This design comes from an exercise in tuning for small area and a short achievable clock period on the open sky130 flow, not from production work. RTL that was checked went through simulation tests only; none was proved equivalent to the original. Function not checked in run 1: the RTL went through the layout flow alone.

## flow/design.v (module list and top-level ports; edited modules follow where they fit)
// module hb_filter: 1738 lines
module hb_filter(input logic clk,
                 input logic reset_n,
                 input logic signed [15:0] x_in,
                 output logic signed [15:0] y_out);
  // ...
==> flow/flow/run.sh <==
#!/bin/bash
# Standard layout; synthesis skips Yosys's early "abc -fast" so that the full-adder
# trees written in the RTL reach extract_fa unchanged; repair aims at a large setup margin.
set -euo pipefail
bash standard.sh SYNTH_ARGS=-noabc SETUP_SLACK_MARGIN=12 CTS_CLUSTER_SIZE=30 CTS_CLUSTER_DIAMETER=100 finish > standard.log 2>&1
==> flow/standard.sh <==
#!/bin/bash
# synth_recipe.tcl (not shown) runs the flow's synth.tcl, then flattens the netlist and writes it again
# the make line also repeats each setting of config.mk as NAME=value (left out here)
make -C /OpenROAD-flow-scripts/flow DESIGN_CONFIG=/design/flow/config.mk WORK_HOME=/design/flow/orfs CLKGATE_MAP_FILE= SYNTH_SCRIPT=/design/flow/synth_recipe.tcl "${@:-finish}"
==> flow/config.mk <==
export PLATFORM = sky130hd
export DESIGN_NAME = hb_filter
export DESIGN_NICKNAME = hb_filter
export VERILOG_FILES = /design/flow/design.v
export SDC_FILE = /design/flow/constraint.sdc
export NUM_CORES = 4
export LEC_CHECK = 0
export CAP_MARGIN = 20
export CORE_MARGIN = 2
export CORE_UTILIZATION = 40
export SLEW_MARGIN = 20
==> flow/constraint.sdc <==
create_clock -name core_clock -period 16.0 [get_ports {clk}]
set_input_delay 3.2000 -clock core_clock [delete_from_list [all_inputs] [get_ports {clk}]]
set_output_delay 3.2000 -clock core_clock [all_outputs]
set_load 0.01 [all_outputs]
==> flow_metrics.tcl, run 1 <==
set metrics [dict create \
    cts_root_buf "clkbuf_16" \
    synthMuxAreaShare_pct 0.0954 \
    fin_tns_setup_ns 0 \
    grt-busiest-layer "met2" \
    synth-xor-area-share_pct 3.17 \
    fillers 6817 \
    coreArea_um2 77700 \
    wl_um 76900 \
    cp_slowest_cell "dfrtp_1" \
    synth_compound_area_share_pct 6.42 \
    synth_fa_ha_area_share_pct 37.7 \
    cts_setup_buffers 52 \
    ant_nets 0 \
    fin_ws_ns 11.65 \
    synthMostInstantiatedCell "fa_1" \
    tightest_slew_ns 0.813 \
    die_x_um 284 \
    synth_flop_cell "dfrtp_1" \
    outcome "no timing/DRC/antenna violations" \
    ys_ff_latch 602 \
    die_h_um 284 \
    setup_viol 0 \
    grt_use_total_pct 19.9 \
    port_buffers 33 \
    grt_overflow 0 \
    final.min_clock_period_ns 4.35 \
    fin_cells 3417 \
    largest_reg_flops 400 \
    yosysWarnings 2 \
    multi_input_area_share_pct 45.9 \
    routed.top_layer "met5" \
    drt_iter0_markers 1117 \
    holdPathStages 0 \
    cts-resized-gates 335 \
    taps 1040 \
    met3WireLength_um 3570 \
    ioPinCount 34 \
    period_share_pct 27.2 \
    grt_util_met1_pct 28.9 \
]
==> run 2: changes to the inputs <==
--- a/flow/design.v
+++ b/flow/design.v
@@ -1728,11 +1728,10 @@
   assign s1005 = ~(c946 ^ s947);
   assign c1006 = c946 | s947;
   wire s1007, c1008;
   assign s1007 = ~(c948 ^ s949);
   assign c1008 = c948 | s949;
   wire [30:0] ca1 = {c1006, c1004, c1002, c1000, c998, ~c996, ~c994, c992, ~c990, ~c988, ~c986, ~c984, c982, c980, c978, c976, c974, ~c972, c970, c968, ~c966, ~c964, c962, ~c960, c958, ~c956, ~c954, c952, s951, r0_1_0, r0_0_0};
   wire [30:0] cb1 = {s1007, s1005, s1003, s1001, s999, s997, ~s995, ~s993, s991, ~s989, ~s987, ~s985, ~s983, s981, s979, s977, s975, s973, ~s971, s969, s967, ~s965, ~s963, s961, ~s959, s957, ~s955, ~s953, 1'b1, r0_1_1, r0_0_1};
   wire [30:0] cs1 = ca1 + cb1;
-  always_ff @(posedge clk or negedge reset_n)
-    if (~reset_n) y_out <= 16'sd0; else y_out <= cs1[30:15];
+  always_ff @(posedge clk) y_out <= cs1[30:15];
 endmodule
==> flow/flow/run.sh (replaced) <==
#!/bin/bash
# Standard layout; synthesis skips Yosys's early "abc -fast" so that the full-adder
# trees written in the RTL reach extract_fa unchanged; repair aims at a large setup margin.
set -euo pipefail
bash standard.sh SYNTH_ARGS=-noabc SETUP_SLACK_MARGIN=11.5 CTS_CLUSTER_SIZE=20 CTS_CLUSTER_DIAMETER=80 finish > standard.log 2>&1
==> flow_metrics.tcl, run 2 <==
set metrics [dict create \
    clock_latency_ns 0.60 \
    drc 0 \
    synth_flop_cell "dfrtp_1" \
    n_antenna_cell 0 \
    final_cell_mix "fa_1, dfrtp_1, inv_1, ha_1, dfxtp_1" \
    maxCapViolations 0 \
    cp-start-kind "flip-flop" \
    fin_util_pct 44.7 \
    cp.buffers_inverters 1 \
    synthMostInstantiatedCell "fa_1" \
    hpwlAfterDp_um 63000 \
    crit_start "y_out[10]" \
    ant_nets 0 \
    slew_headroom_pct 38.3 \
    gp_congestion 0.906 \
    pre_cts_slack_ns 9.51 \
    die_x_um 284 \
    yosysTopAreaCellShare_pct 34.4 \
    fin_tns_setup_ns 0 \
    rows 102 \
    reg_top3 "taps x400, w4 x20, w35 x19" \
    yosysTopAreaCell "dfrtp_1" \
    final_common_cell "fa_1" \
    synth_area_um2 31400 \
    seq_area_frac_synth_pct 45.9 \
    routed_via_density 4.93 \
    area_delta_synth_final_pct 10.5 \
    clock_skew_ns 0.0200 \
    async_flop_share_pct 76.7 \
    ys_ff_latch 602 \
    final_layout_size_suffix_gt1_share_pct 7.59 \
    synth_edf_count 0 \
    synth_common_cells "fa_1, dfrtp_1, inv_1, ha_1, dfxtp_1" \
    yosysWarnings 2 \
    final.min_clock_period_ns 4.43 \
    largest_reg_flops 400 \
    fin_nets 2975 \
    cp_slowest_cell "dfxtp_1" \
    top_register "taps" \
    antenna_found_initial 3 \
    grt_use_total_pct 20.2 \
    coreArea_um2 77600 \
    synthTopCellsByArea "dfrtp_1, fa_1, dfxtp_1" \
    timing.hold.ws_ns 0.343 \
    crit_end "y_out[10]" \
    max_stage_delay_ns 0.33 \
    setup_viol 0 \
    ff2ff_setup_slack_ns 11.63 \
    cts.clk_slew.worst_paths_ns 0.08 \
    grt_pass1_wl_um 119000 \
    grt_setup_unrepaired "true" \
    vias 16600 \
    tritoncts "yes" \
    worst_r2r_endpoint "r0_16_1" \
    stdcell_area_um2 34700 \
    dp.cells 3265 \
    hold_violations 0 \
    max_freq_mhz 226 \
    wl_um 77300 \
    grt_pass1_vias 18600 \
    start_util_pct 40.4 \
    yosysUniqueCellTypes 59 \
    fin_ws_ns 11.57 \
    critPathKind "reg -> out" \
    drv_slew 0 \
    grt_overflow 0 \
    r2r_cells 9 \
    h-tree-depth 2 \
    worstSetupEndpointType "output port" \
    ioPinCount 34 \
    cts_num_sinks 602 \
    crit_fanout 1 \
    period_share_pct 27.7 \
    crit_family "flip-flops" \
    crit_chain "dlygate4sd2_1" \
    hold_path.class "reg -> reg" \
    numCtsBuffers 39 \
    die_h_um 284 \
    rr_startpoint "u6[14]" \
    path_depth 1 \
    postSynthAreaPerCell_um2 14.3 \
    outcome "no timing/DRC/antenna violations" \
    grt_max_degree 123 \
    drtPass1Iterations 5 \
    holdBufCountCts 0 \
    dieArea_um2 80700 \
    postPlaceCellArea_um2 33100 \
    routedWlPerCell_um 23.0 \
    tightest_slew_ns 0.926 \
    worstPathRequired_ns 12.80 \
    drt_iter0_markers 1113 \
    fin_cells 3360 \
    cts.path.max_buffers 3 \
    synth_cells 2190 \
    cp_data_arrival_time_ns 1.23 \
    synth_nets 2876 \
    cts_root_buf "clkbuf_16" \
    port_buffers 33 \
]
-- run 2: area by class of cell --
cell class / count / area (um^2)
fill: 7013 / 42900
clock inverter: 10 / 123
sequential: 602 / 14400
tap: 1040 / 1300
timing repair buffer: 62 / 589
clock buffer: 62 / 1080
multi-input combinational: 1258 / 15900
inverter: 326 / 1220
-- run 2: cells by family (layout without fill, tap and decap cells) --
group | Yosys count | count (layout) | synth area share [%]
compound gates | 307 | 307 | 6.43
fa+ha+maj | 668 | 668 | 37.8
mux | 3 | 3 | 0.0957
flops | 602 | 602 | 45.9
buf+inv | 330 | 460 | 3.95
simple gates | 166 | 166 | 2.62
xor+xnor | 114 | 114 | 3.18
-- run 2: what timing repair did --
item                                    4_1_cts  5_1_grt
gates resized for setup                      50       40
pin swaps                                     7       14
endpoints found under the hold margin         0        0
buffers inserted                              6       17
endpoints found under the setup margin      218       95
-- run 2: metal layers --
metal	GRT usage, %	wire length [um]
met1	28.9	35600
met2	32.1	35900
met3	3.31	3830
met4	5.33	2030
met5	0	0
-- run 2: worst min path at each step --
stage / cells past startpoint / to / slack, ns / start
global placement: 0 / taps[16][0] / 0.33 / taps[15][0]
global route: 0 / taps[4][4] / 0.35 / taps[3][4]
detailed placement: 0 / taps[10][3] / 0.33 / taps[9][3]
floorplan: 0 / r0_0_1 / 0.32 / u4[0]
finish: 0 / taps[16][3] / 0.34 / taps[15][3]
CTS: 0 / taps[16][3] / 0.34 / taps[15][3]
==> run 3: changes to the inputs <==
==> flow/flow/run.sh (replaced) <==
#!/bin/bash
# Standard layout; synthesis skips Yosys's early "abc -fast" so that the full-adder
# trees written in the RTL reach extract_fa unchanged; repair aims at a large setup margin.
set -euo pipefail
bash standard.sh SYNTH_ARGS=-noabc SETUP_SLACK_MARGIN=11.7 CTS_CLUSTER_SIZE=20 CTS_CLUSTER_DIAMETER=80 finish > standard.log 2>&1
==> flow_metrics.tcl, run 3 <==
set metrics [dict create \
    fin_nets 2993 \
    ioPinCount 34 \
    rr_startpoint "taps[8][0]" \
    holdBufCountCts 0 \
    synthTopCellsByArea "dfrtp_1, fa_1, dfxtp_1" \
    clock_latency_ns 0.59 \
    grt_pass1_wl_um 120000 \
    area_delta_synth_final_pct 11.6 \
    crit_fanout 4 \
    pre_cts_slack_ns 9.51 \
    grt_setup_unrepaired "true" \
    critPathKind "reg -> reg" \
    routed_via_density 4.91 \
    worstSetupEndpointType "flip-flop" \
    worst_r2r_endpoint "w35[16]" \
    crit_family "compound AO/OA/AOI/OAI gates" \
    numCtsBuffers 39 \
    ant_nets 0 \
    final_common_cell "fa_1" \
    port_buffers 33 \
    largest_reg_flops 400 \
    yosysWarnings 2 \
    grt_max_degree 123 \
    drv_slew 0 \
    outcome "no timing/DRC/antenna violations" \
    drtPass1Iterations 5 \
    cts_root_buf "clkbuf_16" \
    postSynthAreaPerCell_um2 14.3 \
    holdPathStages 0 \
    cts_num_sinks 602 \
    final_cell_mix "fa_1, dfrtp_1, inv_1, ha_1, dfxtp_1" \
    yosysUniqueCellTypes 59 \
    setup_viol 0 \
    crit_chain "ha_4 > fa_2 > a21o_1 > a21oi_2 > o21bai_2 > a211oi_2 > o31ai_2 > xor2_1 > buf_4 > fa_1 > ha_4 > a21o_1 > a21oi_2 > nand2_1 > a21oi_2 > a21oi_4 > a211o_1 > a21oi_2 > xor2_1" \
    yosysTopAreaCellShare_pct 34.4 \
    die_h_um 284 \
    fillers 6985 \
    multi_input_area_um2 16100 \
    final_layout_size_suffix_gt1_share_pct 11.7 \
    clock_skew_ns 0.0194 \
    wl_um 78000 \
    synth_flop_cell "dfrtp_1" \
    yosysTopAreaCell "dfrtp_1" \
    hpwlAfterDp_um 63000 \
    dieArea_um2 80700 \
    synthMostInstantiatedCell "fa_1" \
    ys_ff_latch 602 \
    cp_slowest_cell "fa_1" \
    stdcell_area_um2 35000 \
    final.min_clock_period_ns 4.29 \
    crit_top_cell "a21oi_2" \
    r2r_cells 19 \
    reg_top3 "taps x400, w4 x20, w35 x19" \
    tightest_slew_ns 0.921 \
    start_util_pct 40.4 \
    hold_violations 0 \
    synth_nets 2876 \
    postPlaceCellArea_um2 33100 \
    die_x_um 284 \
    ff_latch_area_um2 14500 \
    routedWlPerCell_um 23.1 \
    vias 16600 \
    slew_headroom_pct 38.6 \
    grt_use_total_pct 20.3 \
    synth_area_um2 31400 \
    synth_edf_count 0 \
    cp_data_arrival_time_ns 4.82 \
    cts.clk_slew.worst_paths_ns 0.08 \
    fin_ws_ns 11.71 \
    coreArea_um2 77600 \
    ff2ff_setup_slack_ns 11.71 \
    min_from "taps[15][3]" \
    async_flop_share_pct 76.7 \
    max_stage_delay_ns 0.52 \
    whs_endpoint "taps[16][3]" \
    hold_path.class "reg -> reg" \
    cts.path.max_buffers 3 \
    fin_tns_setup_ns 0 \
    maxCapViolations 0 \
    rows 102 \
    antenna_found_initial 2 \
    tritoncts "yes" \
    period_share_pct 26.8 \
    worstPathRequired_ns 16.53 \
    gp_congestion 0.906 \
    synth_common_cells "fa_1, dfrtp_1, inv_1, ha_1, dfxtp_1" \
    cp-start-kind "flip-flop" \
    seq_area_frac_synth_pct 45.9 \
    max_freq_mhz 233 \
    drt_iter0_markers 1059 \
    synth_cells 2190 \
    h-tree-depth 2 \
    top_register "taps" \
    grt_pass1_vias 18700 \
    cp.buffers_inverters 1 \
    grt_overflow 0 \
    drc 0 \
]
==> run 3: kinds of logic after synthesis <==
logic type | count (synthesis) | synth area share, %
buf+inv | 330 | 3.95
flops | 602 | 45.9
fa+ha+maj | 668 | 37.8
xor+xnor | 114 | 3.18
simple gates | 166 | 2.62
compound gates | 307 | 6.43
mux | 3 | 0.0957
==> run 3: worst max-delay path by stage <==
stage	from	slack, ns	to	cells after the start
3_5_place_dp	reset_n	9.51	taps[23][12]	4
4_1_cts	taps[14][0]	11.67	w35[16]	19
5_1_grt	taps[8][0]	11.48	w35[16]	19
3_3_place_gp	reset_n	9.65	taps[23][12]	4
6_report	taps[8][0]	11.71	w35[16]	19
2_1_floorplan	taps[8][0]	11.86	w35[16]	18
==> run 3: layout make-up <==
class	count	share of cell area, %
multi-input cells	1258	46.0
flip-flops and latches	602	41.3
well taps	1040	3.71
inverters	326	3.49
clock buffers	62	3.09
repair buffers	80	2.03
clock inverters	10	0.350
diodes	1	0.00714
==> run 3: what timing repair did <==
action	CTS	global route
pin swaps	19	34
buffers inserted	17	23
endpoints found under the setup margin	265	151
gates resized for setup	140	73
gates cloned	0	1
hold endpoints to repair	0	0
==> run 3: layer usage <==
layer	up-vias	routed length [um]	global-route usage (%)
met4	2	2140	5.32
li1	7251	-	-
met2	344	36300	32.2
met3	105	3930	3.50
met5	-	13	0
met1	8902	35700	28.9
==> run 3: metrics by stage <==
| step | utilization [%] | hold WS (ns) | std cells |
|---|---|---|---|
| final | 45.1 | 0.344 | 3379 |
| after global routing | 45.1 | 0.349 | 3378 |
| after CTS | 44.6 | 0.344 | 3354 |
| after detailed placement | 42.6 | 0.335 | 3265 |
| after global placement | 42.6 | 0.331 | 3265 |
| after floorplan | - | 0.317 | 2190 |

==> port drivers added, routing unchanged <==
The flow's constraints put no driver on any port. The routed layouts listed below were extracted and timed again, unchanged, in two steps. Step 1 sets driving cells, clkbuf_16 on the clock port and buf_2 on the other inputs (assumed; they add their load-dependent delay and slew). Step 2 adds t to the input delays and takes it off the output delays; t is the mean of the earliest and latest rising clock arrival at the registers after step 1. Input paths then give back, and output paths get back, about the clock's delay inside the block. a / b / c = no drivers / after step 1 / after step 2; a / b = the first two.
run | t (ns) | setup WS [ns] | hold WS [ns] | worst setup path at the end | worst slew at a driven data input, ns
run 1 | 0.675 | 11.645 / 11.583 / 11.567 | 0.336 / 0.336 / 0.336 | input, reset recovery | 0.06
run 2 | 0.650 | 11.572 / 11.508 / 11.088 | 0.343 / 0.343 / 0.343 | input, reset recovery | 0.09
run 3 | 0.647 | 11.712 / 11.682 / 11.235 | 0.344 / 0.344 / 0.344 | input, reset recovery | 0.18
After both steps setup and hold are still met in every run listed. For run 2, which loses most, drivers alone change the setup slack by -0.064 ns; drivers and shift together by -0.484 ns. The worst setup slack also covers recovery checks on asynchronous resets.
